Background: an optimization exercise with open tools, aiming at small area, a short achievable clock period and few clock cycles per item. Do not read the settings as production practice. Where RTL was checked, it was by simulation tests only, not by an equivalence proof against the original. Power is estimated from default activity; no workload was simulated.

==> run a <==
Design SHA1_hash, start of the top module:
module SHA1_hash (
    input              clk,
    input              nreset,
    input              start_hash,
    input      [31:0]  message_addr,
    input      [31:0]  message_size,
    output     [159:0] hash,
    output reg         done,
    input      [31:0]  port_A_data_out,
    output     [15:0]  port_A_addr
);
==> module SHA1_hash, before the edit <==
module SHA1_hash (
    input              clk,
    input              nreset,
    input              start_hash,
    input      [31:0]  message_addr,
    input      [31:0]  message_size,
    output     [159:0] hash,
    output reg         done,
    input      [31:0]  port_A_data_out,
    output     [15:0]  port_A_addr
);
localparam [31:0] H0I = 32'h67452301, H1I = 32'hefcdab89, H2I = 32'h98badcfe,
                  H3I = 32'h10325476, H4I = 32'hc3d2e1f0;
localparam [31:0] K0 = 32'h5a827999, K1 = 32'h6ed9eba1, K2 = 32'h8f1bbcdc,
                  K3 = 32'hca62c1d6;
reg        run;         
reg        first;       
reg        lastblk;     
reg        past;        
reg [6:0]  t;           
reg [14:0] rq;          
reg [13:0] raddr;       
reg        c_inc;       
reg        c_ld;        
reg        c_ldw;       
reg        c_part;      
reg        c_len;       
reg        c_hupd;      
reg        c_hxa;       
reg        c_ldc;       
reg        c_ldb;       
reg        c_lda;       
reg [1:0]  c_k;         
reg        c_ch, c_maj; 
reg        c_fin;       
assign port_A_addr = {raddr, 2'b00};
wire start  = !run && !done && start_hash;
wire finish = run && c_fin;
wire run_n  = start || (run && !c_fin);
wire       first_n = !run || (first && t != 7'd81);
wire [6:0] tn = !run ? 7'd76 : (t == 7'd81) ? 7'd0 : t + 7'd1;
wire       ldn = (tn >= 7'd79) || (tn <= 7'd12);
always @(posedge clk or negedge nreset) begin
    if (!nreset) begin
        run    <= 1'b0;
        done   <= 1'b0;
        raddr  <= 14'd0;
        c_hupd <= 1'b0;
    end else begin
        run    <= run_n;
        c_hupd <= run_n && (tn >= 7'd76) && (tn <= 7'd80);
        if (finish)
            done <= 1'b1;
        if (start)
            raddr <= message_addr[15:2];
        else if (run && c_inc)
            raddr <= raddr + 14'd1;
    end
end
always @(posedge clk) begin
    t      <= tn;
    c_inc  <= (tn >= 7'd78) || (tn <= 7'd11);
    c_ld   <= ldn;
    c_ldw  <= run && (t >= 7'd78 || t <= 7'd11);
    c_part <= c_ld ? (rq == 15'd1) : (rq == 15'd0);
    c_len  <= (tn == 7'd12) && past;
    c_hxa  <= (tn >= 7'd79);
    c_ldc  <= (tn == 7'd79) || (tn == 7'd80);
    c_ldb  <= (tn == 7'd80);
    c_lda  <= (tn >= 7'd80);
    c_k    <= (tn <= 7'd16 || tn >= 7'd79) ? 2'd0 :
              (tn <= 7'd36) ? 2'd1 : (tn <= 7'd56) ? 2'd2 : 2'd3;
    c_ch   <= (tn <= 7'd18) || (tn == 7'd81);
    c_maj  <= (tn >= 7'd39) && (tn <= 7'd58);
    c_fin  <= (tn == 7'd80) && lastblk;
    first <= first_n;
    if (!run) begin
        rq      <= message_size[16:2];
        lastblk <= 1'b0;
        past    <= 1'b0;
    end else begin
        if (c_ld)
            rq <= rq - 15'd1;
        if (c_ld && c_part)
            past <= 1'b1;
        if (c_ld && c_len)
            lastblk <= 1'b1;
    end
end
wire [31:0] word_in = {port_A_data_out[7:0], port_A_data_out[15:8],
                       port_A_data_out[23:16], port_A_data_out[31:24]};
wire        w_full = !past && !c_part;
reg  [31:0] mword;
always @* begin
    if (w_full)
        mword = word_in;
    else if (c_part)
        case (message_size[1:0])
            2'd0: mword = 32'h80000000;
            2'd1: mword = {word_in[31:24], 24'h800000};
            2'd2: mword = {word_in[31:16], 16'h8000};
            default: mword = {word_in[31:8], 8'h80};
        endcase
    else if (c_len)
        mword = {12'd0, message_size[16:0], 3'b000};
    else
        mword = 32'd0;
end
reg  [31:0] W [0:15];
wire [31:0] wx = W[13] ^ W[8] ^ W[2] ^ W[0];
integer i;
always @(posedge clk) begin
    for (i = 0; i < 15; i = i + 1)
        W[i] <= W[i+1];
    W[15] <= c_ldw ? mword : {wx[30:0], wx[31]};
end
function [31:0] add32;
    input [31:0] x, y;
    reg [31:0] g, p, g2, p2;
    integer k, d;
    begin
        g = x & y;
        p = x ^ y;
        for (d = 1; d < 32; d = d * 2) begin
            g2 = g;
            p2 = p;
            for (k = 0; k < 32; k = k + 1)
                if (k & d) begin
                    g2[k] = g[k] | (p[k] & g[(k & ~(d - 1)) - 1]);
                    p2[k] = p[k] & p[(k & ~(d - 1)) - 1];
                end
            g = g2;
            p = p2;
        end
        add32 = x ^ y ^ {g[30:0], 1'b0};
    end
endfunction
reg [31:0] A, B, C, CK, Y, Z;
reg [31:0] Q0, Q1, Q2, Q3, Q4;
assign hash = {Q0, Q1, Q2, Q3, Q4};
wire [31:0] Br = {B[1:0], B[31:2]};    
reg [31:0] kz;
always @* begin
    case (c_k)
        2'd0: kz = K0;
        2'd1: kz = K1;
        2'd2: kz = K2;
        default: kz = K3;
    endcase
end
wire [31:0] fy = c_ch  ? ((A & Br) | (~A & C)) :
                 c_maj ? ((A & Br) | (A & C) | (Br & C)) :
                         (A ^ Br ^ C);
wire [31:0] hx = c_hxa ? A : {A[1:0], A[31:2]};
wire [31:0] hsum = add32(Q4, hx);
reg  [31:0] hinit;
always @* begin
    case (t[2:0])
        3'd4: hinit = H4I;    
        3'd5: hinit = H3I;
        3'd6: hinit = H2I;
        3'd7: hinit = H1I;
        default: hinit = H0I;  
    endcase
end
always @(posedge clk) begin
    Z <= add32(CK, W[15]);
    CK <= add32(c_ldc ? Q2 : Br, kz);
    Y <= add32(fy, Z);
    A <= c_lda ? Q0 : add32({A[26:0], A[31:27]}, Y);
    B <= c_ldb ? {Q1[29:0], Q1[31:30]} : A;
    C <= c_ldc ? Q2 : Br;
    if (c_hupd) begin
        Q0 <= first ? hinit : hsum;
        Q1 <= Q0;
        Q2 <= Q1;
        Q3 <= Q2;
        Q4 <= Q3;
    end
end
endmodule
==> flow/config.mk <==
export PLATFORM = sky130hd
export DESIGN_NAME = SHA1_hash
export DESIGN_NICKNAME = SHA1_hash
export VERILOG_FILES = /design/flow/design.v
export SDC_FILE = /design/flow/constraint.sdc
export NUM_CORES = 4
export LEC_CHECK = 0
export CAP_MARGIN = 20
export CORE_MARGIN = 2
export CORE_UTILIZATION = 40
export SETUP_SLACK_MARGIN = 3.1
export SLEW_MARGIN = 20
export TNS_END_PERCENT = 10
==> flow/constraint.sdc <==
create_clock -name core_clock -period 6.0 [get_ports {clk}]
set_input_delay 1.2000 -clock core_clock [delete_from_list [all_inputs] [get_ports {clk}]]
set_output_delay 1.2000 -clock core_clock [all_outputs]
set_load 0.01 [all_outputs]
standard.sh (not shown) runs the stock make flow with config.mk's settings and CLKGATE_MAP_FILE= SYNTH_SCRIPT=/design/flow/synth_recipe.tcl, a recipe that flattens the netlist after the stock synthesis.
==> flow/flow/run.sh <==
#!/bin/bash
# Own flow: the standard layout (standard.sh) with three changes:
# - synthesis maps adders without Yosys's full-adder extraction
#   (ADDER_MAP_FILE empty) and with a delay-driven ABC script
#   (flow/abc_speed.script, copied over ORFS's);
# - ports are buffered with a plain buffer instead of a delay buffer;
# - clock tree sinks are clustered in groups of up to 30, without dummy loads.
# Each step's output goes to a log file of its own here.
set -euo pipefail
W=$PWD
rm -rf "$W/scripts_own"
cp -r "$FLOW_HOME/scripts" "$W/scripts_own"
cp "$W/flow/abc_speed.script" "$W/scripts_own/abc_speed.script"
bash standard.sh SCRIPTS_DIR="$W/scripts_own" ADDER_MAP_FILE= synth > "$W/synth.log" 2>&1
bash standard.sh "BUFFER_PORTS_ARGS=-buffer_cell sky130_fd_sc_hd__buf_1" \
  "CTS_ARGS=-sink_clustering_enable -repair_clock_nets -sink_clustering_size 30 -sink_clustering_max_diameter 60 -buf_list sky130_fd_sc_hd__clkbuf_16 -dont_use_dummy_load" > "$W/layout.log" 2>&1
==> flow/flow/abc_speed.script <==
strash
dch
map -D 1800
buffer -c
upsize -c -D 1800
dnsize -c -D 1800
==> run b: changes against run a <==
--- a/flow/design.v
+++ b/flow/design.v
@@ -20,3 +20,3 @@
 reg [6:0]  t;           
-reg [14:0] rq;          
+reg [10:0] lb;          
 reg [13:0] raddr;       
@@ -24,3 +24,3 @@
 reg        c_ld;        
-reg        c_ldw;       
+reg [3:0]  c_j;         
 reg        c_part;      
@@ -39,5 +39,6 @@
 wire run_n  = start || (run && !c_fin);
-wire       first_n = !run || (first && t != 7'd81);
 wire [6:0] tn = !run ? 7'd76 : (t == 7'd81) ? 7'd0 : t + 7'd1;
 wire       ldn = (tn >= 7'd79) || (tn <= 7'd12);
+wire [6:0] jtn = (tn >= 7'd79) ? tn - 7'd79 : tn + 7'd3;
+wire [14:0] gn = {lb, jtn[3:0]};
 always @(posedge clk or negedge nreset) begin
@@ -63,5 +64,5 @@
     c_ld   <= ldn;
-    c_ldw  <= run && (t >= 7'd78 || t <= 7'd11);
-    c_part <= c_ld ? (rq == 15'd1) : (rq == 15'd0);
-    c_len  <= (tn == 7'd12) && past;
+    c_j    <= jtn[3:0];
+    c_part <= ldn && (gn == message_size[16:2]);
+    c_len  <= ldn && (jtn[3:0] == 4'd15) && past;
     c_hxa  <= (tn >= 7'd79);
@@ -75,5 +76,5 @@
     c_fin  <= (tn == 7'd80) && lastblk;
-    first <= first_n;
     if (!run) begin
-        rq      <= message_size[16:2];
+        first   <= 1'b1;
+        lb      <= 11'd0;
         lastblk <= 1'b0;
@@ -81,4 +82,6 @@
     end else begin
-        if (c_ld)
-            rq <= rq - 15'd1;
+        if (t == 7'd81)
+            first <= 1'b0;
+        if (t == 7'd77 && !first)
+            lb <= lb + 11'd1;
         if (c_ld && c_part)
@@ -114,25 +117,4 @@
         W[i] <= W[i+1];
-    W[15] <= c_ldw ? mword : {wx[30:0], wx[31]};
+    W[15] <= c_ld ? mword : {wx[30:0], wx[31]};
 end
-function [31:0] add32;
-    input [31:0] x, y;
-    reg [31:0] g, p, g2, p2;
-    integer k, d;
-    begin
-        g = x & y;
-        p = x ^ y;
-        for (d = 1; d < 32; d = d * 2) begin
-            g2 = g;
-            p2 = p;
-            for (k = 0; k < 32; k = k + 1)
-                if (k & d) begin
-                    g2[k] = g[k] | (p[k] & g[(k & ~(d - 1)) - 1]);
-                    p2[k] = p[k] & p[(k & ~(d - 1)) - 1];
-                end
-            g = g2;
-            p = p2;
-        end
-        add32 = x ^ y ^ {g[30:0], 1'b0};
-    end
-endfunction
 reg [31:0] A, B, C, CK, Y, Z;
@@ -154,3 +136,3 @@
 wire [31:0] hx = c_hxa ? A : {A[1:0], A[31:2]};
-wire [31:0] hsum = add32(Q4, hx);
+wire [31:0] hsum = Q4 + hx;
 reg  [31:0] hinit;
@@ -166,6 +148,6 @@
 always @(posedge clk) begin
-    Z <= add32(CK, W[15]);
-    CK <= add32(c_ldc ? Q2 : Br, kz);
-    Y <= add32(fy, Z);
-    A <= c_lda ? Q0 : add32({A[26:0], A[31:27]}, Y);
+    Z <= CK + W[15];
+    CK <= (c_ldc ? Q2 : Br) + kz;
+    Y <= fy + Z;
+    A <= c_lda ? Q0 : ({A[26:0], A[31:27]} + Y);
     B <= c_ldb ? {Q1[29:0], Q1[31:30]} : A;
==> flow/flow/run.sh (replaced) <==
#!/bin/bash
# Own flow: the standard layout, but synthesis maps adders without Yosys's
# full-adder extraction and with a delay-driven ABC script (flow/abc_speed.script).
set -euo pipefail
W=$PWD
rm -rf "$W/scripts_own"
cp -r "$FLOW_HOME/scripts" "$W/scripts_own"
cp "$W/flow/abc_speed.script" "$W/scripts_own/abc_speed.script"
bash standard.sh SCRIPTS_DIR="$W/scripts_own" ADDER_MAP_FILE= synth > "$W/synth.log" 2>&1
bash standard.sh > "$W/layout.log" 2>&1
Settings changed: SETUP_SLACK_MARGIN 3.1 to 3.5, TNS_END_PERCENT 10 to default.
==> run c: changes against run a <==
--- a/flow/flow/run.sh
+++ b/flow/flow/run.sh
@@ -14,3 +14,3 @@
 bash standard.sh SCRIPTS_DIR="$W/scripts_own" ADDER_MAP_FILE= synth > "$W/synth.log" 2>&1
-bash standard.sh "BUFFER_PORTS_ARGS=-buffer_cell sky130_fd_sc_hd__buf_1" \
+bash standard.sh "BUFFER_PORTS_ARGS=-buffer_cell sky130_fd_sc_hd__buf_2" \
   "CTS_ARGS=-sink_clustering_enable -repair_clock_nets -sink_clustering_size 30 -sink_clustering_max_diameter 60 -buf_list sky130_fd_sc_hd__clkbuf_16 -dont_use_dummy_load" > "$W/layout.log" 2>&1
Settings changed: SETUP_SLACK_MARGIN 3.1 to 2.8, TNS_END_PERCENT 10 to default.
==> metrics.md <==
| Metric | Value |
|---|---|
| Final cell utilization of the core | `between 40% and 50%` |
| Clock-net power | `between 3 and 4 mW` |
| Async S/R FF share, synth | `under 10%` |
| Slowest stage cell, crit path | `dfxtp_1` |
| P_seq | `between 9 and 10 mW` |
| Max stage delay on crit path | `around 0.54 ns` |
| Comb group | `roughly 8 mW` |
| Result of the run | `timing/DRC/antenna clean` |
| Commonest cells after routing, fill and taps aside | `714 x dfxtp_1, 543 x nor2_1, 464 x nand2_1` |
(the above is from run c)
==> metrics.md <==
| Metric | Value |
|---|---|
| Post-route DRC | `0` |
| Seq cells | `~920` |
| Slowest stage cell, crit path | `dfxtp_4` |
| P_seq | `10.4 mW` |
| Post-synthesis cell type count | `74` |
| Tmin final | `a little under 3 ns` |
| Result of the run | `timing/DRC/antenna clean` |
| GPL Wtd Cong | `about 0.94` |
| Commonest cells after routing, fill and taps aside | `689 x dfxtp_1, 476 x nor2_1, 437 x inv_1` |
(the above is from run b)
==> metrics.md <==
| Metric | Value |
|---|---|
| P_seq | `~9.6 mW` |
| Max stage delay on crit path | `~0.40 ns` |
| Result of the run | `timing/DRC/antenna clean` |
| Final cell utilization of the core | `between 40% and 50%` |
| Commonest cells after routing, fill and taps aside | `695 x dfxtp_1, 515 x nor2_1, 453 x nand2_1` |
| Comb group | `a little under 9 mW` |
(the above is from run a)
Testbench counts of run a, summed over its fixed seeds: cycles 214,546, bytes 152,657.
Testbench counts of run c, summed over its fixed seeds: cycles 214,546, bytes 152,657.
The RTL of run b was laid out without a check of its function.

-- separate check: timing with driven ports --
Ports are ideal in the flow. The routed layouts listed here were re-timed in OpenROAD. Step 1, drivers: a clkbuf_16 drives clk and a buf_2 each remaining input, both assumed. Step 2 moves the port delays by t, midway between the first and last clock arrival at a register: inputs arrive t later, outputs are due t later. That takes back most of the time a late clock gives input paths. Slacks: ideal / step 1 / step 2; pairs: ideal / step 1.
run | shift t [ns] | setup slack, ns | hold slack, ns | worst slew at a driven data input, ns | pins driven straight from the clock port
run a | 0.680 | 3.090 / 3.090 / 2.937 | 0.273 / 0.273 / 0.273 | 0.09 | 1
run b | 0.736 | 3.035 / 3.035 / 2.790 | 0.281 / 0.281 / 0.281 | 0.09 | 1
run c | 0.657 | 3.002 / 3.002 / 2.941 | 0.289 / 0.289 / 0.289 | 0.07 | 1
After both steps every run listed still meets setup and hold. For run b, which loses most, drivers alone change the setup slack by 0.000 ns; drivers and shift together by -0.245 ns.
